Context: an optimization exercise on an open-source flow, tuned for small area, a short achievable clock period and few clock cycles. The choices shown serve that exercise and are no tape-out recipe.
In this exercise RTL edits were held to simulation tests only and were not proved equivalent to the original.
Power is estimated from default activity; no workload was simulated.

## build 10
Design CHIP, start of the top module:
module CHIP #(
    parameter BIT_W = 32
)(
    input               i_clk,
    input               i_rst_n,
    input  [BIT_W-1:0]  i_IMEM_data,
    output [BIT_W-1:0]  o_IMEM_addr,
    output              o_IMEM_cen,
    input               i_DMEM_stall,
    input  [BIT_W-1:0]  i_DMEM_rdata,
    output              o_DMEM_cen,
    output              o_DMEM_wen,
    output [BIT_W-1:0]  o_DMEM_addr,
    output [BIT_W-1:0]  o_DMEM_wdata
);
Settings: LEC_CHECK=0, ABC_CLOCK_PERIOD_IN_PS=3500, CAP_MARGIN=20, CORE_MARGIN=2, CORE_UTILIZATION=40, SETUP_SLACK_MARGIN=0.5, SLEW_MARGIN=20; clock period 11.0 ns.
standard.sh (not shown) runs the stock make flow with config.mk's settings and CLKGATE_MAP_FILE= SYNTH_SCRIPT=/design/flow/synth_recipe.tcl, a recipe that flattens the netlist after the stock synthesis.
==> flow/flow/run.sh <==
#!/bin/bash
set -uo pipefail
HERE=$(dirname "$0")
MARGIN=$(cat "$HERE/margin.txt")
RPT=orfs/reports/sky130hd/CHIP/base/6_finish.rpt

violations() {
  # prints the number of max slew / max cap violations in the finish report
  awk '/report_check_types/ {on=1} on && /VIOLATED/ {n++} /max_slew_check_slack/ {on=0} END {print n+0}' "$RPT"
}

bash standard.sh SETUP_SLACK_MARGIN="$MARGIN" finish > flow_make.log 2>&1
rc=$?
if [[ $rc -ne 0 || ! -f "$RPT" || $(violations) -ne 0 ]]; then
  mv orfs orfs_first
  rm -f out/final.def
  bash standard.sh SETUP_SLACK_MARGIN="$MARGIN" SKIP_GATE_CLONING=1 finish > flow_make_2.log 2>&1
  rc=$?

fi
exit $rc
==> flow/flow/margin.txt <==
7.0
Testbench counts of build 10, summed over its fixed seeds: cycles 76,688.
#### Input delta (build 54 over build 10)
==> flow/flow/margin.txt <==
6.75
Diff build 54..build 10 | basic-gate share of the synthesized area counting and, or, nand and nor cells | unchanged. [diff] power, build 54 relative to build 10: improvement. NOTE number of cells upsized or downsized after cts build 10->build 54 decreased by more than a quarter. Beginning of the critical path: x_e[13] -> build 54, e_sub -> build 10.

* * *

JK:
Another version of the RTL of CHIP (not shown whole).
Size in the first run: ~6000 cells after synthesis, roughly 170 I/O pins, about 75000 um^2 of cells after synthesis.
Settings: LEC_CHECK=0, ABC_CLOCK_PERIOD_IN_PS=3500, CAP_MARGIN=20, CORE_MARGIN=2, CORE_UTILIZATION=40, SETUP_SLACK_MARGIN=0.5, SLEW_MARGIN=20; clock period 11.0 ns.
==> flow/flow/run.sh <==
#!/bin/bash
set -uo pipefail
HERE=$(dirname "$0")
MARGIN=$(cat "$HERE/margin.txt")
RPT=orfs/reports/sky130hd/CHIP/base/6_finish.rpt

violations() {
  # the number of max slew / max cap violations in the finish report
  awk '/report_check_types/ {on=1} on && /VIOLATED/ {n++} /max_slew_check_slack/ {on=0} END {print n+0}' "$RPT"
}

bash standard.sh SETUP_SLACK_MARGIN="$MARGIN" SKIP_GATE_CLONING=1 finish > flow_make.log 2>&1
rc=$?
if [[ $rc -ne 0 || ! -f "$RPT" || $(violations) -ne 0 ]]; then
  mv orfs orfs_first
  rm -f out/final.def
  MARGIN2=$(awk -v m="$MARGIN" 'BEGIN {print m - 0.25}')
  bash standard.sh SETUP_SLACK_MARGIN="$MARGIN2" SKIP_GATE_CLONING=1 finish > flow_make_2.log 2>&1
  rc=$?
fi
exit $rc
==> flow/flow/margin.txt <==
6.5
JK: done, clean on timing, DRC and antenna
Testbench counts of JK, summed over its fixed seeds: cycles 76,381.
For MS, these inputs were changed with respect to JK:
# JK
export LEC_CHECK = 0
export ABC_CLOCK_PERIOD_IN_PS = 3500
export CAP_MARGIN = 20
export CORE_MARGIN = 2
export CORE_UTILIZATION = 40
export SETUP_SLACK_MARGIN = 0.5
export SLEW_MARGIN = 20
create_clock -name core_clock -period 11.0 [get_ports {i_clk}]
# MS
export LEC_CHECK = 0
export ABC_CLOCK_PERIOD_IN_PS = 3500
export CAP_MARGIN = 20
export CORE_MARGIN = 2
export CORE_UTILIZATION = 40
export CTS_CLUSTER_DIAMETER = 60
export CTS_CLUSTER_SIZE = 40
export SETUP_SLACK_MARGIN = 0.5
export SLEW_MARGIN = 20
create_clock -name core_clock -period 11.0 [get_ports {i_clk}]
==> flow/flow/margin.txt <==
6.75
Findings:
Diff JK -> MS | non-clock buffer total of the final layout | up by a few percent
Data required time at the worst endpoint was higher in MS than in JK.
Compared with JK, in MS proportion of power drawn by the clock network went down by 5.2 points; count of distinct cell types in the synthesized netlist was more or less identical; time the worst path needs with I/O delays and setup went down by 0.29 ns; total CTS buffers went down by 51.
### MS -> AL
# MS
export LEC_CHECK = 0
export ABC_CLOCK_PERIOD_IN_PS = 3500
export CAP_MARGIN = 20
export CORE_MARGIN = 2
export CORE_UTILIZATION = 40
export CTS_CLUSTER_DIAMETER = 60
export CTS_CLUSTER_SIZE = 40
export SETUP_SLACK_MARGIN = 0.5
export SLEW_MARGIN = 20
create_clock -name core_clock -period 11.0 [get_ports {i_clk}]
# AL
export LEC_CHECK = 0
export ABC_CLOCK_PERIOD_IN_PS = 3500
export CAP_MARGIN = 20
export CORE_MARGIN = 2
export CORE_UTILIZATION = 40
export SETUP_SLACK_MARGIN = 0.5
export SLEW_MARGIN = 20
create_clock -name core_clock -period 11.0 [get_ports {i_clk}]
Findings:
AL vs. MS: combinational fraction of design power now sits lower, met2 usage has remained practically unchanged, proportion of cell area occupied by multi-input gates dropped 0.49 points.

[re-timing with driven ports]
How much do the figures lean on ideal ports? The routed layouts below were timed once more, with nothing changed but the port constraints.
Step 1, drivers: a clkbuf_16 drives i_clk and a buf_2 each remaining input, both assumed.
Step 2 adds t to the input delays and takes it off the output delays; t is the mean of the earliest and latest rising clock arrival at the registers after step 1. Input paths then give back, and output paths get back, about the clock's delay inside the block.
Three values: no drivers, after step 1, after step 2; two values: the first two.
run	t, ns	slack for setup (ns)	latest minus earliest clock arrival (ns)	worst register clock-pin slew, ns	cell pins on the clock port's net
build 10	0.895	6.578 / 6.578 / 5.906	0.086 / 0.086	0.07 / 0.07	1
build 54	0.910	6.597 / 6.597 / 5.914	0.088 / 0.088	0.07 / 0.07	1
JK	0.885	6.410 / 6.400 / 5.514	0.087 / 0.087	0.08 / 0.08	1
MS	0.860	6.704 / 6.656 / 5.894	0.111 / 0.110	0.10 / 0.10	1
AL	0.883	6.695 / 6.695 / 5.901	0.087 / 0.087	0.07 / 0.07	1
After both steps every run listed still meets setup and hold. The setup slack of JK, which loses most, moves by -0.010 ns with the drivers and by -0.896 ns with both steps.
